Context: an optimization exercise on an open-source flow, tuned for small area and a short achievable clock period. The choices shown serve that exercise and are no tape-out recipe. Function was checked by simulation only, so behaviour that the tests miss may differ from the original. Power is estimated from default activity; no workload was simulated.

### design/flow/config.mk
export PLATFORM = sky130hd
export DESIGN_NAME = crash_detection
export DESIGN_NICKNAME = crash_detection
export VERILOG_FILES = /design/flow/design.v
export SDC_FILE = /design/flow/constraint.sdc
export NUM_CORES = 4
export LEC_CHECK = 0
export CAP_MARGIN = 20
export CORE_MARGIN = 2
export CORE_UTILIZATION = 45
export PLACE_DENSITY = 0.6
export SLEW_MARGIN = 20
### design/flow/constraint.sdc
create_clock -name core_clock -period 50.0 [get_ports {clk}]
set_input_delay 10.0000 -clock core_clock [delete_from_list [all_inputs] [get_ports {clk}]]
set_output_delay 10.0000 -clock core_clock [all_outputs]
set_load 0.01 [all_outputs]
### design/flow/design.v
`timescale 1ns / 1ps
module max_norm_3_axes #(
        parameter int DATA_LEN  = 16,
        parameter int DATA_MSB  = 12
    )(
        input   logic [DATA_LEN-1:0]    i_data_x,
        input   logic [DATA_LEN-1:0]    i_data_y,
        input   logic [DATA_LEN-1:0]    i_data_z,
        output  logic [DATA_MSB-1:0]    o_data_max_norm
    );
    localparam int N = DATA_MSB;
    logic [N-1:0] cx, cy, cz;
    logic nx, ny, nz;
    assign nx = i_data_x[DATA_LEN-1];
    assign ny = i_data_y[DATA_LEN-1];
    assign nz = i_data_z[DATA_LEN-1];
    assign cx = i_data_x[N-1:0] ^ {N{nx}};
    assign cy = i_data_y[N-1:0] ^ {N{ny}};
    assign cz = i_data_z[N-1:0] ^ {N{nz}};
    logic [N-1:0] abs_x, abs_y, abs_z;
    assign abs_x = cx + {{(N-1){1'b0}}, nx};
    assign abs_y = cy + {{(N-1){1'b0}}, ny};
    assign abs_z = cz + {{(N-1){1'b0}}, nz};
    logic wx, wy, wz;
    generate
        if (N < DATA_LEN) begin : g_wrap
            assign wx = nx & ~|i_data_x[N-1:0];
            assign wy = ny & ~|i_data_y[N-1:0];
            assign wz = nz & ~|i_data_z[N-1:0];
        end else begin : g_nowrap
            assign wx = 1'b0;
            assign wy = 1'b0;
            assign wz = 1'b0;
        end
    endgenerate
    function automatic logic gt(input logic [N-1:0] ca, input logic na, input logic wa,
                                input logic [N-1:0] cb, input logic nb, input logic wb);
        logic [N:0] t;
        t = {1'b0, ca} + {1'b0, ~cb} + {{N{1'b0}}, na & ~nb};
        gt = ~wa & (wb | t[N]);
    endfunction
    logic y_gt_x, z_gt_x, z_gt_y;
    assign y_gt_x = gt(cy, ny, wy, cx, nx, wx);
    assign z_gt_x = gt(cz, nz, wz, cx, nx, wx);
    assign z_gt_y = gt(cz, nz, wz, cy, ny, wy);
    logic sel_y, sel_z;
    assign sel_z = y_gt_x ? z_gt_y : z_gt_x;
    assign sel_y = y_gt_x & ~z_gt_y;
    assign o_data_max_norm = sel_z ? abs_z : (sel_y ? abs_y : abs_x);
endmodule
module div_step4 #(
        parameter int W = 2      
    )(
        input   logic [W-1:0]   i_rem,
        input   logic [15:0]    i_d1,    
        input   logic [15:0]    i_d3,    
        input   logic [3:1]     i_fit,
        output  logic [1:0]     o_q,
        output  logic [W-1:0]   o_rem
    );
    logic [W:0] df1, df2, df3;
    assign df1 = {1'b0, i_rem} - {1'b0, i_d1[W-1:0]};
    assign df2 = {1'b0, i_rem} - {1'b0, i_d1[W-2:0], 1'b0};
    assign df3 = {1'b0, i_rem} - {1'b0, i_d3[W-1:0]};
    logic ge1, ge2, ge3;
    assign ge1 = i_fit[1] & ~df1[W];
    assign ge2 = i_fit[2] & ~df2[W];
    assign ge3 = i_fit[3] & ~df3[W];
    assign o_q   = {ge2, ge3 | (ge1 & ~ge2)};
    assign o_rem = ge3 ? df3[W-1:0] : ge2 ? df2[W-1:0] : ge1 ? df1[W-1:0] : i_rem;
endmodule
module div_fit #(
        parameter int W = 2
    )(
        input   logic [15:0]    i_d1,
        output  logic [3:1]     o_fit
    );
    assign o_fit[1] = {2'b0, i_d1} <  18'(1) << W;
    assign o_fit[2] = {2'b0, i_d1} <  18'(1) << (W-1);
    assign o_fit[3] = {2'b0, i_d1} <= 18'(((1 << W) - 1) / 3);
endmodule
module div_first2 (
        input   logic [3:0]     i_top,   
        input   logic [15:0]    i_d1,    
        input   logic [3:0]     i_d3,    
        output  logic [3:0]     o_q,     
        output  logic [3:0]     o_rem    
    );
    logic [1:0] r0;
    logic [3:1] fit0, fit1;
    div_fit #(.W(2)) u_fit0 (.i_d1(i_d1), .o_fit(fit0));
    div_fit #(.W(4)) u_fit1 (.i_d1(i_d1), .o_fit(fit1));
    div_step4 #(.W(2)) u_step0 (.i_rem(i_top[3:2]), .i_d1(i_d1), .i_d3({12'd0, i_d3}),
                                .i_fit(fit0), .o_q(o_q[3:2]), .o_rem(r0));
    div_step4 #(.W(4)) u_step1 (.i_rem({r0, i_top[1:0]}), .i_d1(i_d1), .i_d3({12'd0, i_d3}),
                                .i_fit(fit1), .o_q(o_q[1:0]), .o_rem(o_rem));
endmodule
`timescale 1ns / 1ps
module crash_detection #(
        parameter int HISTORY_LEN = 16   
    )(
        input   logic           clk,
        input   logic           arst_n,
        input   logic           i_state_rst,
        input   logic           i_sensors_valid,
        input   logic [15:0]    i_gps,
        input   logic [15:0]    i_accel_z,
        input   logic [15:0]    i_accel_y,
        input   logic [15:0]    i_accel_x,
        input   logic [15:0]    i_gyro_z,
        input   logic [15:0]    i_gyro_y,
        input   logic [15:0]    i_gyro_x,
        input   logic [15:0]    i_delta,
        input   logic [31:0]    ireg_speed_threshold,
        input   logic [31:0]    ireg_non_fatal_accel_threshold,
        input   logic [31:0]    ireg_fatal_accel_threshold,
        input   logic [31:0]    ireg_angle_threshold,
        input   logic [31:0]    ireg_angle_in_motion_threshold,
        input   logic [31:0]    ireg_angular_speed_threshold,
        output  logic [1:0]     o_state,
        output  logic           o_non_fatal_intr,
        output  logic           o_fatal_intr
    );
    logic [4:0] cnt;
    always_ff @(posedge clk or negedge arst_n) begin
        if (~arst_n)                cnt <= '0;
        else if (i_state_rst)       cnt <= '0;
        else if (i_sensors_valid & ~cnt[4])    cnt <= cnt + 5'd1;
    end
    logic v0, v15;               
    assign v0  = |cnt;
    assign v15 = cnt[4];
    logic [11:0] acc_in;
    logic [15:0] gyr_in;
    max_norm_3_axes #(.DATA_LEN(16), .DATA_MSB(12)) u_accel_max_norm (
        .i_data_x(i_accel_x), .i_data_y(i_accel_y), .i_data_z(i_accel_z),
        .o_data_max_norm(acc_in)
    );
    max_norm_3_axes #(.DATA_LEN(16), .DATA_MSB(16)) u_gyro_max_norm (
        .i_data_x(i_gyro_x), .i_data_y(i_gyro_y), .i_data_z(i_gyro_z),
        .o_data_max_norm(gyr_in)
    );
    logic [15:0] gps0;
    always_ff @(posedge clk or negedge arst_n) begin
        if (~arst_n)                gps0 <= '0;
        else if (i_state_rst)       gps0 <= '0;
        else if (i_sensors_valid)   gps0 <= i_gps;
    end
    logic [12:0] lo_diff;
    logic        b12;
    assign lo_diff = {1'b0, i_gps[11:0]} - {1'b0, gps0[11:0]};
    assign b12     = lo_diff[12];
    logic [3:0] top_nb, top_b;       
    assign top_nb = i_gps[15:12] - gps0[15:12];
    assign top_b  = i_gps[15:12] + ~gps0[15:12];
    logic [17:0] d3_in;
    assign d3_in = {2'b0, i_delta} + {1'b0, i_delta, 1'b0};
    logic [3:0] qa_nb, qa_b, ra_nb, ra_b;
    div_first2 u_first_nb (.i_top(top_nb), .i_d1(i_delta), .i_d3(d3_in[3:0]), .o_q(qa_nb), .o_rem(ra_nb));
    div_first2 u_first_b  (.i_top(top_b),  .i_d1(i_delta), .i_d3(d3_in[3:0]), .o_q(qa_b),  .o_rem(ra_b));
    logic [3:0]         p_q;         
    logic [3:0]         p_rem;       
    logic [11:0]        p_lo;        
    logic [15:0]        p_div;       
    logic [17:0]        p_d3;        
    logic [3:1]         p_fit [2:5]; 
    logic               p_zero;      
    logic [3:1] fit_in [2:5];
    genvar j;
    generate
        for (j = 2; j <= 5; j++) begin : g_fit_a
            div_fit #(.W(2*j+2)) u_fit (.i_d1(i_delta), .o_fit(fit_in[j]));
        end
    endgenerate
    always_ff @(posedge clk) begin
        if (i_sensors_valid) begin
            p_q   <= b12 ? qa_b : qa_nb;
            p_rem <= b12 ? ra_b : ra_nb;
            p_lo  <= lo_diff[11:0];
            p_div <= i_delta;
            p_d3  <= d3_in;
            for (int i = 2; i <= 5; i++) p_fit[i] <= fit_in[i];
        end
    end
    always_ff @(posedge clk or negedge arst_n) begin
        if (~arst_n)                p_zero <= 1'b1;
        else if (i_state_rst)       p_zero <= 1'b1;
        else if (i_sensors_valid)   p_zero <= ~|i_delta;
    end
    logic [11:0] qhi;            
    logic [11:0] r5;             
    logic [15:0] rem_b [2:6];
    assign rem_b[2] = 16'(p_rem);
    assign qhi[11:8] = p_q;
    generate
        for (j = 2; j <= 5; j++) begin : g_steps_b
            logic [2*j+1:0] rin, rout;
            assign rin = {rem_b[j][2*j-1:0], p_lo[15-2*j -: 2]};
            div_step4 #(.W(2*j+2)) u_step (.i_rem(rin), .i_d1(p_div), .i_d3(p_d3[15:0]),
                                           .i_fit(p_fit[j]), .o_q(qhi[11-2*j -: 2]), .o_rem(rout));
            assign rem_b[j+1] = 16'(rout);
        end
    endgenerate
    assign r5 = rem_b[6][11:0];
    logic [11:0]        p2_q;        
    logic [11:0]        p2_rem;      
    logic [3:0]         p2_lo;       
    logic [15:0]        p2_div;      
    logic               p2_zero;     
    always_ff @(posedge clk) begin
        if (i_sensors_valid) begin
            p2_q   <= qhi;
            p2_rem <= r5;
            p2_lo  <= p_lo[3:0];
            p2_div <= p_div;
        end
    end
    always_ff @(posedge clk or negedge arst_n) begin
        if (~arst_n)                p2_zero <= 1'b1;
        else if (i_state_rst)       p2_zero <= 1'b1;
        else if (i_sensors_valid)   p2_zero <= p_zero;
    end
    logic [15:0] p2_d3;
    assign p2_d3 = p2_div + {p2_div[14:0], 1'b0};
    logic [3:1]  fit6, fit7;
    div_fit #(.W(14)) u_fit6 (.i_d1(p2_div), .o_fit(fit6));
    div_fit #(.W(16)) u_fit7 (.i_d1(p2_div), .o_fit(fit7));
    logic [1:0]  q6, q7;
    logic [13:0] r6;
    logic [15:0] r7;
    div_step4 #(.W(14)) u_step6 (.i_rem({p2_rem, p2_lo[3:2]}), .i_d1(p2_div), .i_d3(p2_d3),
                                 .i_fit(fit6), .o_q(q6), .o_rem(r6));
    div_step4 #(.W(16)) u_step7 (.i_rem({r6, p2_lo[1:0]}), .i_d1(p2_div), .i_d3(p2_d3),
                                 .i_fit(fit7), .o_q(q7), .o_rem(r7));
    logic [15:0] spd1;
    assign spd1 = p2_zero ? 16'd0 : {p2_q, q6, q7};
    logic [15:0] h_spd [2:15];
    logic [11:0] h_acc [0:15];
    logic [15:0] h_gyr [0:15];
    always_ff @(posedge clk) begin
        if (i_sensors_valid) begin
            h_spd[2] <= spd1;
            h_acc[0] <= acc_in;
            h_gyr[0] <= gyr_in;
            for (int i = 3; i < 16; i++) h_spd[i] <= h_spd[i-1];
            for (int i = 1; i < 16; i++) begin
                h_acc[i] <= h_acc[i-1];
                h_gyr[i] <= h_gyr[i-1];
            end
        end
    end
    logic [11:0] acc0, acc15;
    logic [15:0] gyr0, gyr15, spd15;
    assign acc0  = v0  ? h_acc[0]  : 12'd0;
    assign gyr0  = v0  ? h_gyr[0]  : 16'd0;
    assign acc15 = v15 ? h_acc[15] : 12'd0;
    assign gyr15 = v15 ? h_gyr[15] : 16'd0;
    assign spd15 = v15 ? h_spd[15] : 16'd0;
    logic [18:0] s_acc, s_gyr, s_spd;
    logic [18:0] sum_acc, sum_gyr, sum_spd1;
    assign sum_acc  = s_acc + 19'(acc0);
    assign sum_gyr  = s_gyr + 19'(gyr0);
    assign sum_spd1 = s_spd + 19'(spd1);      
    always_ff @(posedge clk or negedge arst_n) begin
        if (~arst_n) begin
            s_acc <= '0;
            s_gyr <= '0;
            s_spd <= '0;
        end else if (i_state_rst) begin
            s_acc <= '0;
            s_gyr <= '0;
            s_spd <= '0;
        end else if (i_sensors_valid) begin
            s_acc <= sum_acc  - 19'(acc15);
            s_gyr <= sum_gyr  - 19'(gyr15);
            s_spd <= sum_spd1 - 19'(spd15);
        end
    end
    logic [14:0] avg_accel, avg_gyro;
    assign avg_accel = sum_acc[18:4];
    assign avg_gyro  = sum_gyr[18:4];
    logic [14:0] thr;
    logic        thr_small;
    assign thr       = ireg_speed_threshold[14:0];
    assign thr_small = ~|ireg_speed_threshold[31:15];
    logic [3:0]  k;
    logic [17:0] kd_lo, kd_hi;
    logic [19:0] kd;
    logic        c4;
    assign k = 4'd0 - sum_spd1[3:0];
    always_comb begin
        case (k[1:0])
            2'd0: kd_lo = '0;
            2'd1: kd_lo = {2'b0, p_div};
            2'd2: kd_lo = {1'b0, p_div, 1'b0};
            default: kd_lo = p_d3;
        endcase
        case (k[3:2])
            2'd0: kd_hi = '0;
            2'd1: kd_hi = {2'b0, p_div};
            2'd2: kd_hi = {1'b0, p_div, 1'b0};
            default: kd_hi = p_d3;
        endcase
    end
    assign kd = {2'b0, kd_lo} + {kd_hi, 2'b0};
    assign c4 = (|sum_spd1[3:0]) & ({4'd0, r5, p_lo[3:0]} >= kd);
    function automatic logic hi_ge(input logic [14:0] sc, input logic [11:0] q,
                                   input logic [14:0] t);
        logic [16:0] bx, bz;
        logic [14:0] nsc;
        logic ge_x, lt_y, ge_z;
        bx = {2'b0, t} - {2'b0, sc};
        bz = {bx[16:15] + 2'd1, bx[14:0]};
        nsc = ~sc;
        ge_x = bx[16] | (~|bx[15:12] & (q >= bx[11:0]));
        lt_y = |nsc[14:12] | (q <= nsc[11:0]);
        ge_z = ~|bz[16:12] & (q >= bz[11:0]);
        hi_ge = (ge_x & lt_y) | ge_z;
    endfunction
    logic [14:0] s_hi, s_hi1;
    assign s_hi  = sum_spd1[18:4];
    assign s_hi1 = s_hi + 15'd1;
    logic ge_c0, ge_c1, ge_s;
    assign ge_c0 = hi_ge(s_hi,  qhi, thr);
    assign ge_c1 = hi_ge(s_hi1, qhi, thr);
    assign ge_s  = s_hi >= thr;                  
    localparam logic [1:0] SAFE = 2'b00, NON_FATAL = 2'b01, FATAL = 2'b10;
    logic speed_hi, fatal_acc, nonfatal_acc, angle;
    assign speed_hi     = thr_small & (p_zero ? ge_s : (c4 ? ge_c1 : ge_c0));
    assign fatal_acc    = {17'd0, avg_accel} >  ireg_fatal_accel_threshold;
    assign nonfatal_acc = {17'd0, avg_accel} >  ireg_non_fatal_accel_threshold;
    assign angle        = {17'd0, avg_gyro}  >  ireg_angle_threshold;
    logic [1:0] state, state_next;
    always_comb begin
        state_next = state;
        if (state == SAFE) begin
            if (speed_hi & (fatal_acc | angle))
                state_next = FATAL;
            else if (~speed_hi & (nonfatal_acc | angle))
                state_next = NON_FATAL;
        end
    end
    always_ff @(posedge clk or negedge arst_n) begin
        if (~arst_n)            state <= SAFE;
        else if (i_state_rst)   state <= SAFE;
        else                    state <= state_next;
    end
    assign o_state          = state;
    assign o_non_fatal_intr = state[0];
    assign o_fatal_intr     = state[1];
endmodule
### design/flow/run.sh
#!/bin/bash
# synth_recipe.tcl (not shown) runs the flow's synth.tcl, then flattens the netlist and writes it again
# the make line also repeats each setting of config.mk as NAME=value (left out here)
make -C /OpenROAD-flow-scripts/flow DESIGN_CONFIG=/design/flow/config.mk WORK_HOME=/design/flow/orfs CLKGATE_MAP_FILE= SYNTH_SCRIPT=/design/flow/synth_recipe.tcl finish
==> flow_summary.yaml, run 1 <==
grt:
  gr-total-overflow: 0
  grt_pass1_vias: 35700
  grt_start_max_net_pins: 185
  grt_pass1_wl_um: 198000
  grt_usage: 0.206
  antenna_found_initial: 5
synthesis:
  synth-main-ff-cell: "edfxtp_1"
  ys_ff_latch: 863
  yosys-top-cells-area: "edfxtp_1, ha_1, xnor2_1"
  yosys_warnings: 14
  ys_types: 115
  synth_top_cell_area_share: 0.435
  synth_edf_count: 781
  yosysMostFrequentCell: "edfxtp_1"
  async_flop_share: 0.0950
  yosysSeqAreaShare: 0.473
  syn_area_per_cell_um2: 11.2
  synth_commonest_cells: "edfxtp_1, ha_1, nor2_1"
  synth_nets: 5800
  syn_area_um2: 53900
  synth_top_area_cell: "edfxtp_1"
  postSynthCellCount: 4817
worst_setup_path:
  timing.rr.end: "state[0]$_DFFE_PN0P_"
  crit_path_max_incr_delay_ps: 870
  slowest_stage: "edfxtp_1"
  setup.worst_path.class: "flop to flop"
  crit_required_ps: 50550
  critPathArrivalTime_ps: 16260
  crit_path_end: "state[0]$_DFFE_PN0P_"
  path_delay_family: "compound AO/OA/AOI/OAI gates"
  regToRegSetupSlack_ps: 34290
  worstSetupEndpointType: "flop"
  critical_path_cell_count: 55
  r2r.worst_path.cells: 55
  crit_buf_inv: 6
  crit_path_max_fanout: 18
  cp-start-kind: "flop"
  startpoint: "p_div[1]$_DFFE_PP_"
  regToRegStartpoint: "p_div[1]$_DFFE_PP_"
floorplan:
  die_area_um2: 123000
  coreArea_um2: 118000
  rows: 126
  die_h_um: 350
  pin_count: 328
  start_util: 0.455
  die_w_um: 350
clock_network:
  cts_tree: "done"
  cts_buffers: 94
  cts_setup_buffers: 0
  clock_path_buffers: 3
  cts_root_buf: "clkbuf_16"
  htreeDepth: 3
  clk_pin_slew_ps: 60
  clock_latency_ps: 680
  holdBufCountCts: 0
  cts-resized-gates: 0
  cts.sinks: 863
finish:
  fin_nets: 6100
  area_growth_pct: 14.0
  fillers: 10400
  multi_input_area_um2: 26700
  stdcell_area_um2: 61400
  seq_area_um2: 25500
  drive_gt1_frac: 0.0514
timing:
  fin_crit_sh: 0.314
  fmax_mhz: 63.6
  slew_violations: 0
  setup-tns-final_ps: 0
  setup_viol: 0
  skew_ps: 27.9
  hold_viol_final: 0
  fin_crit_ps: 15710
  rsz0062_at_grt: "no"
  max-slew-margin-rel: 0.280
  worst_pin_slew_ps: 1080
detailed_routing:
  drt-vias-per-instance: 5.41
  drt-wirelength-per-cell_um: 18.8
  vias: 36800
  first_pass_iters: 6
  drt_iter0_drc: 2717
  wl_um: 128000
  ant_nets: 0
  drc: 0
status:
  status: "timing/DRC/antenna clean"
min_path:
  worstHoldStart: "h_acc[11][5]$_DFFE_PP_"
  worstHoldPathType: "flop to flop"
pwr:
  power_frac_comb: 0.576
  peakVddDrop_uv: 60.7
  power_frac_seq: 0.246
  p_sw_w: 0.00162
  p_int_w: 0.00222
  swShare: 0.422
  p_per_area_nw_per_um2: 62.4
  power_leakage_nw: 25.3
  clkPwrFrac: 0.178
placement:
  post_dp_cell_area_um2: 58400
  globalplace.congestion: 0.906
  portBuffers: 254
  dp.final_hpwl_um: 96800
run:
  max-cap-violations: 0
[placed cells by master (no fill, tap or decap), drive strengths merged, types with 26 or more instances in the layout]
master,count
nand4,51
xor2,154
nand2b,44
and3,28
nor4,29
clkdlybuf4s50,251
mux2i,136
nor3,90
clkbuf,127
a21o,131
a211oi,30
a21oi,301
buf,36
and2,26
o21ai,238
fa,39
dfrtp,80
clkinv,29
nand2,286
o31ai,26
or2,26
nor2b,123
or3,28
nor2,360
o21a,59
nand3,68
a31oi,31
o21bai,30
xnor2,251
ha,620
a21boi,38
edfxtp,781
inv,359
[state kept, by name (all words and copies together) (netlist names), 12 cells and up]
register	cells
p_lo	12
s_gyr	19
h_spd	224
h_gyr	256
p_fit	12
s_spd	19
gps0	16
s_acc	19
p2_div	16
p2_q	12
p_div	16
p2_rem	12
p_d3	17
h_acc	192
[cell type report]
class | instances | share of cell area
clock inverter | 49 | 0.00809
clock buffer | 127 | 0.0415
antenna | 2 | 0.0000815
tap | 1600 | 0.0326
timing repair buffer | 287 | 0.0459
multi-input combinational | 3519 | 0.435
inverter | 352 | 0.0215
sequential | 863 | 0.415
[worst min-delay path by stage]
| stage | end | slack [ps] | cells past startpoint |
|---|---|---|---|
| 2_1_floorplan | h_acc[10][0]$_DFFE_PP_ | 400 | 0 |
| 3_3_place_gp | h_gyr[3][13]$_DFFE_PP_ | 400 | 0 |
| 3_5_place_dp | h_acc[10][4]$_DFFE_PP_ | 400 | 0 |
| 4_1_cts | h_acc[4][7]$_DFFE_PP_ | 410 | 0 |
| 5_1_grt | h_acc[14][4]$_DFFE_PP_ | 410 | 0 |
| 6_report | h_acc[12][5]$_DFFE_PP_ | 400 | 0 |
[layer usage]
metal / part of all wire / global-route usage / vias up
li1: - / - / 18300
met1: 0.49 / 0.301 / 17400
met2: 0.43 / 0.311 / 815
met3: 0.051 / 0.0341 / 198
met4: 0.033 / 0.0701 / 6
met5: 0.00030 / 0 / -
[power by group through the flow]
| stage | Combinational, W | Sequential, W | Clock [W] |
|---|---|---|---|
| floorplan | 0.00166 | 0.000931 | 0 |
| global placement | 0.00215 | 0.000954 | 0 |
| detailed placement | 0.00218 | 0.000957 | 0 |
| CTS | 0.00220 | 0.000943 | 0.000706 |
| global route | 0.00248 | 0.000951 | 0.000734 |
| finish | 0.00221 | 0.000943 | 0.000684 |
[through the flow]
step / cells / hold slack (ps) / utilization / setup slack, ps / power (W)
after global placement: 6620 / 400 / 0.493 / 34500 / 0.00310
after CTS: 6797 / 406 / 0.519 / 34320 / 0.00385
final: 6799 / 404 / 0.519 / 34290 / 0.00383
after detailed placement: 6621 / 405 / 0.493 / 34310 / 0.00314
after global routing: 6798 / 409 / 0.519 / 33110 / 0.00416
after floorplan: 4817 / 400 / - / 35980 / 0.00259
[cell families (layout without fill, tap and decap cells)]
| group | Yosys count | count (layout) | share of synthesized area |
|---|---|---|---|
| compound gates | 1081 | 1081 | 0.131 |
| xor+xnor | 405 | 405 | 0.0662 |
| fa+ha+maj | 661 | 661 | 0.159 |
| buf+inv | 435 | 815 | 0.0311 |
| flops | 863 | 863 | 0.473 |
| mux | 153 | 153 | 0.0288 |
| other cells | 0 | 2 | 0 |
| simple gates | 1219 | 1219 | 0.111 |
==> run 2: changes to the inputs <==
==> design/flow/flow/run.sh (new file) <==
#!/bin/bash
# The standard layout, with timing repair asked to leave 35 ns of setup
# slack at the design's 50 ns clock, so that it works on the paths that set
# the achieved period. Clock, constraints and synthesis are unchanged.
set -o pipefail
bash standard.sh SETUP_SLACK_MARGIN=35 finish 2>&1 | tee standard_run.log
==> design/flow/standard.sh (new file) <==
#!/bin/bash
# synth_recipe.tcl (not shown) runs the flow's synth.tcl, then flattens the netlist and writes it again
# the make line also repeats each setting of config.mk as NAME=value (left out here)
make -C /OpenROAD-flow-scripts/flow DESIGN_CONFIG=/design/flow/config.mk WORK_HOME=/design/flow/orfs CLKGATE_MAP_FILE= SYNTH_SCRIPT=/design/flow/synth_recipe.tcl "${@:-finish}"
removed: design/flow/run.sh
==> flow_summary.yaml, run 2 <==
finish:
  drive_gt1_frac: 0.0557
  area_growth_pct: 14.3
  largest_reg_flops: 256
  fin_nets: 6111
  layout_commonest_cell: "edfxtp_1"
  layout_common_cells: "edfxtp_1, ha_1, nor2_1"
  reg_top3: "h_gyr x256, h_spd x224, h_acc x192"
  stdcell_area_um2: 61600
  regMostFlops: "h_gyr"
synthesis:
  yosysSeqAreaShare: 0.473
  synth_top_area_cell: "edfxtp_1"
  synth_commonest_cells: "edfxtp_1, ha_1, nor2_1"
  synth-main-ff-cell: "edfxtp_1"
  yosys_warnings: 14
  syn_area_per_cell_um2: 11.2
  syn_area_um2: 53900
  ys_ff_latch: 863
  synth_nets: 5800
  async_flop_share: 0.0950
  yosysMostFrequentCell: "edfxtp_1"
  synth_top_cell_area_share: 0.435
  postSynthCellCount: 4817
  ys_types: 115
  synth_edf_count: 781
  yosys-top-cells-area: "edfxtp_1, ha_1, xnor2_1"
clock_network:
  cts_root_buf: "clkbuf_16"
  clock_latency_ps: 680
  cts_tree: "done"
  htreeDepth: 3
  clock_path_buffers: 3
  cts.sinks: 863
  clk_pin_slew_ps: 60
  cts_buffers: 94
  holdBufCountCts: 0
grt:
  grt_pass1_vias: 35700
  grt_usage: 0.207
  grt_pass1_wl_um: 198000
  grt_start_max_net_pins: 185
  gr-total-overflow: 0
  antenna_found_initial: 5
worst_setup_path:
  crit_required_ps: 50420
  cp-start-kind: "input pin"
  crit_path_max_fanout: 10
  regToRegStartpoint: "p_div[1]$_DFFE_PP_"
  r2r.worst_path.cells: 56
  regToRegSetupSlack_ps: 35980
  timing.rr.end: "state[0]$_DFFE_PN0P_"
  worstSetupEndpointType: "flop"
  startpoint: "i_delta[13]"
  crit_path_end: "p_rem[0]$_DFFE_PP_"
  critPathArrivalTime_ps: 15090
  setup.worst_path.class: "input pin to flop"
timing:
  fin_crit_sh: 0.294
  fin_ws_ps: 35320
  hold_viol_final: 0
  max-slew-margin-rel: 0.291
  skew_ps: 27.7
  worst_pin_slew_ps: 1060
  whs_ps: 403
  setup_viol: 0
  setup-tns-final_ps: 0
  fin_crit_ps: 14680
  slew_violations: 0
  fmax_mhz: 68.1
  rsz0062_at_grt: "yes"
detailed_routing:
  drt-wirelength-per-cell_um: 18.8
  vias: 36800
  wl_um: 128000
  first_pass_iters: 6
  ant_nets: 0
  drt-vias-per-instance: 5.40
  drt_iter0_drc: 2528
  drc: 0
floorplan:
  pin_count: 328
  coreArea_um2: 118000
  die_area_um2: 123000
  start_util: 0.455
  rows: 126
  die_h_um: 350
  die_w_um: 350
pwr:
  power_leakage_nw: 25.3
  p_per_area_nw_per_um2: 62.5
  power_w: 0.00385
  peakVddDrop_uv: 62.5
placement:
  post_dp_cell_area_um2: 58400
  pre_cts_ws_ps: 34310
  portBuffers: 254
  globalplace.congestion: 0.906
  dp.final_hpwl_um: 96800
status:
  status: "timing/DRC/antenna clean"
run:
  max-cap-violations: 0
min_path:
  worstHoldPathType: "flop to flop"
[run 2: layer usage]
metal  global-route usage  up-vias  part of all wire
li1                     -    18400                 -
met1                0.301    17400              0.48
met2                0.312      806              0.43
met3               0.0341      203             0.052
met4               0.0701        6             0.033
met5                    0        -           0.00030
[run 2: kinds of logic (layout without fill, tap and decap cells)]
group	after synthesis	in the layout	synth area share
buffers and inverters	435	826	0.0311
adder cells (fa/ha/maj)	661	661	0.159
multiplexers	153	153	0.0288
other	0	3	0
XOR/XNOR	405	405	0.0662
AND/OR/NAND/NOR	1219	1219	0.111
AO/OA/AOI/OAI	1081	1081	0.131
flip-flops	863	863	0.473
[run 2: power breakdown]
group / leakage [nW] / total [W] / switching, W / internal, W
registers: 8.76 / 0.000943 / 0.0000492 / 0.000894
logic: 15.1 / 0.00223 / 0.00129 / 0.000936
clock network: 1.47 / 0.000683 / 0.000290 / 0.000393
total: 25.3 / 0.00385 / 0.00163 / 0.00222
[run 2: area by class of cell]
type / instances / area (µm²)
Clock buffer: 127 / 2550
Multi-Input combinational cell: 3519 / 26800
Clock inverter: 49 / 497
Antenna cell: 3 / 7.51
Fill cell: 10400 / 56800
Sequential cell: 863 / 25500
Tap cell: 1600 / 2000
Timing Repair Buffer: 298 / 2900
Inverter: 352 / 1330
[run 2: worst min-delay path by stage]
stage	start	to	cells after the start
floorplan	h_acc[9][0]$_DFFE_PP_	h_acc[10][0]$_DFFE_PP_	0
global placement	h_gyr[2][13]$_DFFE_PP_	h_gyr[3][13]$_DFFE_PP_	0
detailed placement	h_acc[9][4]$_DFFE_PP_	h_acc[10][4]$_DFFE_PP_	0
CTS	h_acc[3][7]$_DFFE_PP_	h_acc[4][7]$_DFFE_PP_	0
global route	h_acc[13][4]$_DFFE_PP_	h_acc[14][4]$_DFFE_PP_	0
finish	h_acc[11][5]$_DFFE_PP_	h_acc[12][5]$_DFFE_PP_	0
[run 2: what timing repair did]
item | in CTS | in global routing
setup endpoints to repair | 2 | 5
gates resized for setup | 2 | 13
setup buffers | 1 | 10
[run 2: stage by stage]
| step | std cells | util |
|---|---|---|
| after floorplan | 4817 | - |
| after global placement | 6620 | 0.493 |
| after detailed placement | 6621 | 0.493 |
| after CTS | 6798 | 0.519 |
| after global routing | 6809 | 0.520 |
| final | 6811 | 0.520 |
[run 2: critical path, cell delays in order]
cell and delay, ps:
clkdlybuf4s50_1 760, inv_1 140, ha_1 330, and4_1 270, a221oi_2 400, o21ai_0 260, or2_2 350, o22ai_1 290
mux2i_2 490, ha_1 340, nor2b_1 160, o21a_1 170, o21bai_1 360, a21boi_0 360, mux2i_1 120, mux2_2 270
==> run 3: changes to the inputs <==
==> design/flow/flow/run.sh (replaced) <==
#!/bin/bash
# The standard layout, with timing repair asked to leave 38 ns of setup
# slack at the design's 50 ns clock, so that it works on the paths that set
# the achieved period. Clock, constraints and synthesis are unchanged.
set -o pipefail
bash standard.sh SETUP_SLACK_MARGIN=38 finish 2>&1 | tee standard_run.log
==> flow_summary.yaml, run 3 <==
pwr:
  p_per_area_nw_per_um2: 61.2
  power_w: 0.00404
  peakVddDrop_uv: 72.4
  power_leakage_nw: 27.1
worst_setup_path:
  critPathArrivalTime_ps: 13540
  crit_path_max_incr_delay_ps: 350
  crit_required_ps: 50430
  setup.worst_path.class: "input pin to flop"
  crit_buf_inv: 5
  crit_chain: "buf_12 > inv_12 > ha_4 > inv_2 > fa_2 > xnor2_2 > ha_2 > fa_2 > or2_4 > o22ai_4 > mux2i_4 > buf_12 > buf_6 > ha_4 > nor2b_4 > o21a_1 > o21bai_4 > a21boi_4 > mux2i_1 > mux2_4"
  path_delay_family: "adder cells"
  slowest_stage: "fa_2"
  worstSetupEndpointType: "flop"
  crit_path_max_fanout: 5
  cp-start-kind: "input pin"
finish:
  fillers: 10000
  multi_input_area_um2: 29100
  largest_reg_flops: 256
  layout_common_cells: "edfxtp_1, ha_1, nor2_1"
  layout_commonest_cell: "edfxtp_1"
  area_growth_pct: 22.5
  regMostFlops: "h_gyr"
  fin_nets: 6285
  drive_gt1_frac: 0.150
  fin_cells: 6985
  reg_top3: "h_gyr x256, h_spd x224, h_acc x192"
  seq_area_um2: 25500
placement:
  dp.cells: 6625
  dp.final_hpwl_um: 96200
  globalplace.congestion: 0.897
  portBuffers: 254
timing:
  fin_crit_sh: 0.262
  hold_viol_final: 0
  setup_viol: 0
  slew_violations: 0
  max-slew-margin-rel: 0.400
  fin_crit_ps: 13120
  fmax_mhz: 76.2
  worst_pin_slew_ps: 891
  setup-tns-final_ps: 0
  rsz0062_at_grt: "yes"
  skew_ps: 36.8
grt:
  grt_pass1_vias: 37000
  grt_start_max_net_pins: 121
  antenna_found_initial: 6
  gr-total-overflow: 0
  grt_pass1_wl_um: 206000
  grt_usage: 0.214
clock_network:
  cts_buffers: 95
  htreeDepth: 3
  cts_root_buf: "clkbuf_16"
  cts_tree: "done"
  clock_path_buffers: 3
  cts.sinks: 863
  holdBufCountCts: 0
  clock_latency_ps: 690
  clk_pin_slew_ps: 60
detailed_routing:
  wl_um: 133000
  drt-vias-per-instance: 5.43
  drc: 0
  drt_iter0_drc: 2167
  ant_nets: 0
  vias: 38000
  first_pass_iters: 5
  drt-wirelength-per-cell_um: 19.0
floorplan:
  start_util: 0.455
  pin_count: 328
  die_area_um2: 123000
  die_h_um: 350
  coreArea_um2: 118000
  die_w_um: 350
  rows: 126
synthesis:
  synth-main-ff-cell: "edfxtp_1"
  synth_edf_count: 781
  synth_top_cell_area_share: 0.435
  synth_commonest_cells: "edfxtp_1, ha_1, nor2_1"
  syn_area_um2: 53900
  synth_nets: 5800
  yosysMostFrequentCell: "edfxtp_1"
  yosysSeqAreaShare: 0.473
  async_flop_share: 0.0950
  ys_ff_latch: 863
  yosys_warnings: 14
  postSynthCellCount: 4817
  syn_area_per_cell_um2: 11.2
  yosys-top-cells-area: "edfxtp_1, ha_1, xnor2_1"
  synth_top_area_cell: "edfxtp_1"
  ys_types: 115
min_path:
  worstHoldPathType: "flop to flop"
run:
  max-cap-violations: 0
status:
  status: "timing/DRC/antenna clean"
[run 3: cell counts after synthesis]
Identical to the previous run, type by type.
[run 3: kinds of logic (layout without fill, tap and decap cells)]
family,Yosys count,after routing,share of synthesized area
buf+inv,435,1001,0.0311
other cells,0,1,0
fa+ha+maj,661,661,0.159
simple gates,1219,1219,0.111
xor+xnor,405,405,0.0662
flops,863,863,0.473
mux,153,153,0.0288
compound gates,1081,1082,0.131
[run 3: power by group]
part	leakage, nW	switching [W]	internal (W)
clock network	1.57	0.000295	0.000422
logic	16.7	0.00136	0.00103
registers	8.76	0.0000474	0.000893
total	27.1	0.00170	0.00234
[run 3: final timing paths]
check                                      start               endpoint  slack [ps]  cells after the start
max reg2reg                   p_div[1]$_DFFE_PP_   state[0]$_DFFE_PN0P_       37500                     55
min reg2reg                h_acc[2][5]$_DFFE_PP_  h_acc[3][5]$_DFFE_PP_         400                      0
max                                    i_gps[12]     p_rem[0]$_DFFE_PP_       36880                     20
min in group asynchronous                 arst_n  s_gyr[15]$_DFFE_PN0P_        9350                      1
min                        h_acc[2][5]$_DFFE_PP_  h_acc[3][5]$_DFFE_PP_         400                      0
max in group asynchronous                 arst_n     cnt[4]$_DFFE_PN0P_       39350                      2
[run 3: routing by layer]
| metal | GRT usage | wire (µm) | vias to the layer above |
|---|---|---|---|
| met5 | 0 | 52 | - |
| met4 | 0.0567 | 3250 | 8 |
| met3 | 0.0322 | 6120 | 183 |
| met2 | 0.335 | 59600 | 778 |
| met1 | 0.310 | 63900 | 18300 |
| li1 | - | - | 18700 |
[run 3: final cells by class]
class	count	area share
tap	1600	0.0303
sequential	863	0.386
multi-input combinational	3520	0.441
clock inverter	64	0.0106
antenna	1	0.0000379
inverter	352	0.0214
timing repair buffer	470	0.0724
clock buffer	115	0.0382
[run 3: worst register-to-register path, delay by kind of cell (launching register included)]
family          cells  cell delay (ps)
flops               1              510
buf+inv             6             1190
simple gates       10             1700
compound gates     32             6570
mux                 2              730
fa+ha+maj           5             1660
[run 3: per-stage QoR]
stage                     hold slack [ps]   util  instance area [µm²]  worst slack (ps)
after floorplan                       400      -                54700             36510
after global placement                401  0.498                59000             34470
after detailed placement              405  0.498                59000             34450
after CTS                             394  0.547                64700             36970
after global routing                  400  0.558                66000             36750
final                                 396  0.558                66000             36880
[run 3: repair_timing]
item,4_1_cts,5_1_grt
setup buffers,108,63
gates cloned,6,3
pin swaps,121,100
gates resized for setup,422,188
setup endpoints to repair,476,119
==> run 4: changes to the inputs <==
==> design/flow/flow/run.sh (replaced) <==
#!/bin/bash
# The standard layout, with timing repair asked to leave 36.5 ns of setup
# slack at the design's 50 ns clock, so that it works on the paths that set
# the achieved period. Clock, constraints and synthesis are unchanged.
set -o pipefail
bash standard.sh SETUP_SLACK_MARGIN=36.5 finish 2>&1 | tee standard_run.log
==> flow_summary.yaml, run 4 <==
timing:
  slew_violations: 0
  fmax_mhz: 74.6
  hold_viol_final: 0
  skew_ps: 33.0
  fin_crit_ps: 13400
  worst_pin_slew_ps: 1060
  rsz0062_at_grt: "no"
  fin_crit_sh: 0.268
  max-slew-margin-rel: 0.286
  fin_ws_ps: 36600
  setup_viol: 0
  setup-tns-final_ps: 0
finish:
  layout_commonest_cell: "edfxtp_1"
  layout_common_cells: "edfxtp_1, ha_1, nor2_1"
  drive_gt1_frac: 0.0839
  fin_nets: 6150
  area_growth_pct: 16.3
  largest_reg_flops: 256
  stdcell_area_um2: 62700
  reg_top3: "h_gyr x256, h_spd x224, h_acc x192"
  fillers: 10300
  regMostFlops: "h_gyr"
detailed_routing:
  drt-vias-per-instance: 5.43
  wl_um: 130000
  drt-wirelength-per-cell_um: 19.0
  drc: 0
  first_pass_iters: 5
  ant_nets: 0
  vias: 37200
  drt_iter0_drc: 2374
placement:
  post_dp_cell_area_um2: 58400
  portBuffers: 254
  pre_cts_ws_ps: 34350
  globalplace.congestion: 0.952
  dp.final_hpwl_um: 97900
worst_setup_path:
  setup.worst_path.class: "input pin to flop"
  crit_required_ps: 50430
  r2r.worst_path.cells: 51
  crit_path_max_fanout: 4
  cp-start-kind: "input pin"
  critPathArrivalTime_ps: 13830
  worstSetupEndpointType: "flop"
synthesis:
  ys_types: 115
  synth_commonest_cells: "edfxtp_1, ha_1, nor2_1"
  yosysSeqAreaShare: 0.473
  syn_area_um2: 53900
  synth-main-ff-cell: "edfxtp_1"
  synth_edf_count: 781
  ys_ff_latch: 863
  yosysMostFrequentCell: "edfxtp_1"
  synth_top_cell_area_share: 0.435
  synth_nets: 5800
  yosys-top-cells-area: "edfxtp_1, ha_1, xnor2_1"
  synth_top_area_cell: "edfxtp_1"
  syn_area_per_cell_um2: 11.2
  yosys_warnings: 14
  async_flop_share: 0.0950
  postSynthCellCount: 4817
floorplan:
  start_util: 0.455
  rows: 126
  die_h_um: 350
  coreArea_um2: 118000
  die_w_um: 350
  die_area_um2: 123000
  pin_count: 328
grt:
  grt_usage: 0.211
  grt_pass1_wl_um: 203000
  grt_start_max_net_pins: 160
  gr-total-overflow: 0
  antenna_found_initial: 8
  grt_pass1_vias: 36300
min_path:
  worstHoldPathType: "flop to flop"
  min_path_cells: 0
clock_network:
  holdBufCountCts: 0
  cts_tree: "done"
  clock_latency_ps: 690
  cts.sinks: 863
  clock_path_buffers: 3
  clk_pin_slew_ps: 60
  cts_root_buf: "clkbuf_16"
  htreeDepth: 3
  cts_buffers: 94
pwr:
  p_per_area_nw_per_um2: 63.7
  peakVddDrop_uv: 67.0
  power_leakage_nw: 25.7
status:
  status: "timing/DRC/antenna clean"
run:
  max-cap-violations: 0
run 4: cell type report:
class | instances | area, µm² | area share
Clock buffer | 113 | 2460 | 0.0393
Tap cell | 1600 | 2000 | 0.0319
Timing Repair Buffer | 337 | 3180 | 0.0507
Clock inverter | 62 | 857 | 0.0137
Inverter | 352 | 1360 | 0.0216
Multi-Input combinational cell | 3519 | 27300 | 0.436
Sequential cell | 863 | 25500 | 0.407
Antenna cell | 2 | 5.00 | 0.0000799
run 4: final timing paths:
check,startpoint,slack (ps),endpoint
max in group asynchronous,arst_n,39420,s_gyr[14]$_DFFE_PN0P_
hold reg to reg,h_spd[14][3]$_DFFE_PP_,400,h_spd[15][3]$_DFFE_PP_
setup reg to reg,p_div[1]$_DFFE_PP_,37230,state[0]$_DFFE_PN0P_
setup / recovery,i_gps[14],36600,p_rem[0]$_DFFE_PP_
hold / removal,h_spd[14][3]$_DFFE_PP_,400,h_spd[15][3]$_DFFE_PP_
min in group asynchronous,arst_n,9340,state[1]$_DFFE_PN0P_
run 4: layer usage:
metal / share of wire / track usage
met5: 0.00025 / 0
met4: 0.025 / 0.0565
met3: 0.045 / 0.0269
met2: 0.44 / 0.331
met1: 0.49 / 0.308
run 4: critical path, cell delays in order:
cell             delay, ps
clkdlybuf4s50_1        500
ha_2                   320
xnor2_2                180
ha_2                   210
fa_2                   380
or2_4                  250
o22ai_4                180
mux2i_4                380
buf_6                  150
ha_4                   200
nor2b_1                140
o21a_1                 220
o21bai_4               160
a21boi_4               200
mux2i_1                 90
mux2_2                 270
run 4: stage by stage:
step | instances | power (W) | utilization | hold slack, ps
after CTS | 6820 | 0.00393 | 0.525 | 399
after global routing | 6848 | 0.00432 | 0.529 | 402
final | 6848 | 0.00399 | 0.529 | 402
after detailed placement | 6620 | 0.00314 | 0.493 | 405
after global placement | 6620 | 0.00311 | 0.493 | 400
after floorplan | 4817 | 0.00259 | - | 400
run 4: timing repair:
item                       4_1_cts  5_1_grt
setup endpoints to repair       40       25
pin swaps                       11       22
resized for setup               78      102
setup buffers                   25       26
hold endpoints to repair         0        0
run 4: where the power goes:
part | switching, W | leakage (nW) | internal (W)
registers | 0.0000497 | 8.76 | 0.000893
clock network | 0.000295 | 1.60 | 0.000440
logic | 0.00133 | 15.4 | 0.000985
total | 0.00167 | 25.7 | 0.00232
run 4: cell families (layout without fill, tap and decap cells):
group                    Yosys count  after routing  synth area share
AND/OR/NAND/NOR                 1219           1219             0.111
XOR/XNOR                         405            405            0.0662
adder cells (fa/ha/maj)          661            661             0.159
buffers and inverters            435            864            0.0311
other                              0              2                 0
flip-flops                       863            863             0.473
AO/OA/AOI/OAI                   1081           1081             0.131
multiplexers                     153            153            0.0288
==> run 5: changes to the inputs <==
==> design/flow/flow/run.sh (replaced) <==
#!/bin/bash
# The standard layout with two changes to how it is made:
#  - timing repair is asked to leave 38 ns of setup slack at the design's
#    50 ns clock, so that it works on the paths that set the achieved period;
#  - the port buffers that the standard flow inserts are buf_4 cells.
# Clock, constraints and synthesis are unchanged.
set -o pipefail
bash standard.sh SETUP_SLACK_MARGIN=38 "BUFFER_PORTS_ARGS=-buffer_cell sky130_fd_sc_hd__buf_4" finish 2>&1 | tee standard_run.log
==> flow_summary.yaml, run 5 <==
clock_network:
  cts_root_buf: "clkbuf_16"
  clock_latency_ps: 670
  clk_pin_slew_ps: 70
  cts_buffers: 94
  htreeDepth: 3
  cts.sinks: 863
  clock_path_buffers: 3
  cts_tree: "done"
finish:
  layout_commonest_cell: "edfxtp_1"
  fin_nets: 6248
  reg_top3: "h_gyr x256, h_spd x224, h_acc x192"
  layout_common_cells: "edfxtp_1, ha_1, buf_4"
  drive_gt1_frac: 0.175
  regMostFlops: "h_gyr"
  diodes: 0
  largest_reg_flops: 256
  area_growth_pct: 19.9
worst_setup_path:
  crit_path_max_incr_delay_ps: 350
  crit_buf_inv: 5
  crit_chain: "buf_12 > inv_12 > ha_4 > inv_2 > fa_2 > xnor2_2 > ha_2 > fa_2 > or2_4 > o22ai_4 > mux2i_4 > buf_12 > ha_4 > a21o_1 > a21oi_2 > nor2_4 > buf_4 > o21ai_1 > mux2i_1 > a21oi_1 > a22oi_2"
  crit_path_max_fanout: 6
  setup.worst_path.class: "input pin to flop"
  crit_required_ps: 50400
  path_delay_family: "adder cells"
  slowest_stage: "fa_2"
  critPathArrivalTime_ps: 13540
  cp-start-kind: "input pin"
  regToRegStartpoint: "p_div[1]$_DFFE_PP_"
  worstSetupEndpointType: "flop"
  startpoint: "i_gps[12]"
detailed_routing:
  vias: 37600
  ant_nets: 0
  wl_um: 131000
  first_pass_iters: 7
  drt-vias-per-instance: 5.41
  drt-wirelength-per-cell_um: 18.9
  drc: 0
  drt_iter0_drc: 2446
grt:
  grt_usage: 0.211
  antenna_found_initial: 6
  grt_start_max_net_pins: 103
  grt_pass1_vias: 36600
  grt_pass1_wl_um: 202000
  gr-total-overflow: 0
pwr:
  p_per_area_nw_per_um2: 62.1
  power_leakage_nw: 26.8
  peakVddDrop_uv: 67.3
synthesis:
  syn_area_um2: 53900
  ys_ff_latch: 863
  synth_top_family_by_area: "adder cells"
  async_flop_share: 0.0950
  synth_compound_area_frac: 0.131
  syn_area_per_cell_um2: 11.2
  yosysSeqAreaShare: 0.473
  synth-main-ff-cell: "edfxtp_1"
  yosysMostFrequentCell: "edfxtp_1"
  postSynthCellCount: 4817
  synth_top_cell_area_share: 0.435
  synth_nets: 5800
  yosys-top-cells-area: "edfxtp_1, ha_1, xnor2_1"
  synthSimpleGateAreaFrac: 0.111
  ys_types: 115
  synth_top_area_cell: "edfxtp_1"
  synth_commonest_cells: "edfxtp_1, ha_1, nor2_1"
  synthAdderAreaFrac: 0.159
  synthMuxAreaShare: 0.0288
  synth_edf_count: 781
  synth_xor_area_frac: 0.0662
  yosys_warnings: 14
timing:
  slew_violations: 0
  setup_viol: 0
  rsz0062_at_grt: "yes"
  fmax_mhz: 76.1
  fin_crit_ps: 13140
  skew_ps: 26.1
  max-slew-margin-rel: 0.227
  whs_ps: 409
  setup-tns-final_ps: 0
  fin_crit_sh: 0.263
  hold_viol_final: 0
  worst_pin_slew_ps: 1150
floorplan:
  start_util: 0.455
  die_area_um2: 123000
  pin_count: 328
  rows: 126
  coreArea_um2: 118000
  die_h_um: 350
  die_w_um: 350
run:
  max-cap-violations: 0
status:
  status: "timing/DRC/antenna clean"
min_path:
  worstHoldStart: "h_spd[3][1]$_DFFE_PP_"
  worstHoldPathType: "flop to flop"
placement:
  dp.final_hpwl_um: 96300
  globalplace.congestion: 0.923
  portBuffers: 254
[run 5: changes by cell type in the layout (fill, tap and decap cells not counted), moves of 17 or more]
cell / change
a21oi_2: +19
buf_4: +306
xnor2_1: -17
ha_1: -24
mux2i_1: -19
o21ai_0: -24
xor2_4: +17
xor2_1: -21
clkdlybuf4s50_1: -226
ha_4: +26
inv_1: -19
a21oi_1: -19
[run 5: stage by stage]
step / power [W] / std cells / area, µm² / util / worst slack (ps)
floorplan: 0.00260 / 4817 / 54700 / - / 36510
CTS: 0.00395 / 6904 / 63700 / 0.538 / 36960
finish: 0.00401 / 6945 / 64600 / 0.545 / 36860
detailed placement: 0.00315 / 6619 / 58400 / 0.493 / 34500
global placement: 0.00311 / 6619 / 58400 / 0.493 / 34640
global route: 0.00434 / 6945 / 64600 / 0.545 / 36750
[run 5: cell type report]
type | count | area [µm²]
Sequential cell | 863 | 25500
Fill cell | 10100 | 53800
Multi-Input combinational cell | 3519 | 28700
Timing Repair Buffer | 435 | 3890
Inverter | 352 | 1400
Clock buffer | 117 | 2500
Clock inverter | 59 | 614
Tap cell | 1600 | 2000
[run 5: power by group]
part | internal, W | total (W) | leakage [nW] | switching, W
logic | 0.00102 | 0.00238 | 16.5 | 0.00136
registers | 0.000893 | 0.000941 | 8.76 | 0.0000477
clock network | 0.000402 | 0.000693 | 1.51 | 0.000291
total | 0.00231 | 0.00401 | 26.8 | 0.00170
[run 5: timing repair]
action,4_1_cts,5_1_grt
endpoints found under the setup margin,331,49
resized for setup,222,113
buffers inserted,102,40
gates cloned,7,1
pin swaps,82,59
hold buffers,0,0
[run 5: cells by family after synthesis]
family                   Yosys count
AO/OA/AOI/OAI                   1081
XOR/XNOR                         405
adder cells (fa/ha/maj)          661
buffers and inverters            435
flip-flops                       863
multiplexers                     153
AND/OR/NAND/NOR                 1219
[run 5: path summary, 6_finish.rpt]
path	endpoint	slack (ps)	cells past startpoint
min in group asynchronous	s_gyr[18]$_DFFE_PN0P_	9370	1
max in group asynchronous	cnt[4]$_DFFE_PN0P_	39320	2
max reg2reg	state[0]$_DFFE_PN0P_	37640	54
max	p_rem[2]$_DFFE_PP_	36860	21
min reg2reg	h_spd[4][1]$_DFFE_PP_	410	0
min	h_spd[4][1]$_DFFE_PP_	410	0
[run 5: routing by layer]
layer	up-vias	GRT usage	wire length (µm)
li1	18600	-	-
met1	18000	0.304	63400
met2	747	0.332	59000
met3	173	0.0315	5770
met4	8	0.0521	2960
met5	-	0	53

[port drivers added, routing unchanged]
The results above use ideal ports. As a check the final layouts listed here were re-extracted and re-timed, cells and wires unchanged. Step 1: set_driving_cell puts a clkbuf_16 on clk and a buf_2 on each other input, an assumption about the parent block. Step 2 moves the port delays by t, midway between the first and last clock arrival at a register: inputs arrive t later, outputs are due t later. That takes back most of the time a late clock gives input paths. Three values: ideal, step 1, step 2; two values: the first two.
run | t (ns) | slack for setup (ns) | hold slack, ns | clock arrival spread, ns | worst register clock-pin slew, ns
run 1 | 0.743 | 34.286 / 34.286 / 34.286 | 0.404 / 0.404 / 0.404 | 0.031 / 0.030 | 0.06 / 0.06
run 2 | 0.744 | 35.323 / 35.370 / 34.627 | 0.403 / 0.403 / 0.403 | 0.031 / 0.031 | 0.06 / 0.06
run 3 | 0.746 | 36.884 / 36.867 / 36.121 | 0.396 / 0.396 / 0.396 | 0.038 / 0.038 | 0.07 / 0.07
run 4 | 0.754 | 36.600 / 36.630 / 35.876 | 0.402 / 0.402 / 0.402 | 0.034 / 0.035 | 0.07 / 0.07
run 5 | 0.742 | 36.862 / 36.896 / 36.155 | 0.409 / 0.409 / 0.409 | 0.037 / 0.037 | 0.07 / 0.07
After both steps every run listed still meets setup and hold. For run 3, which loses most, drivers alone change the setup slack by -0.017 ns; drivers and shift together by -0.763 ns.
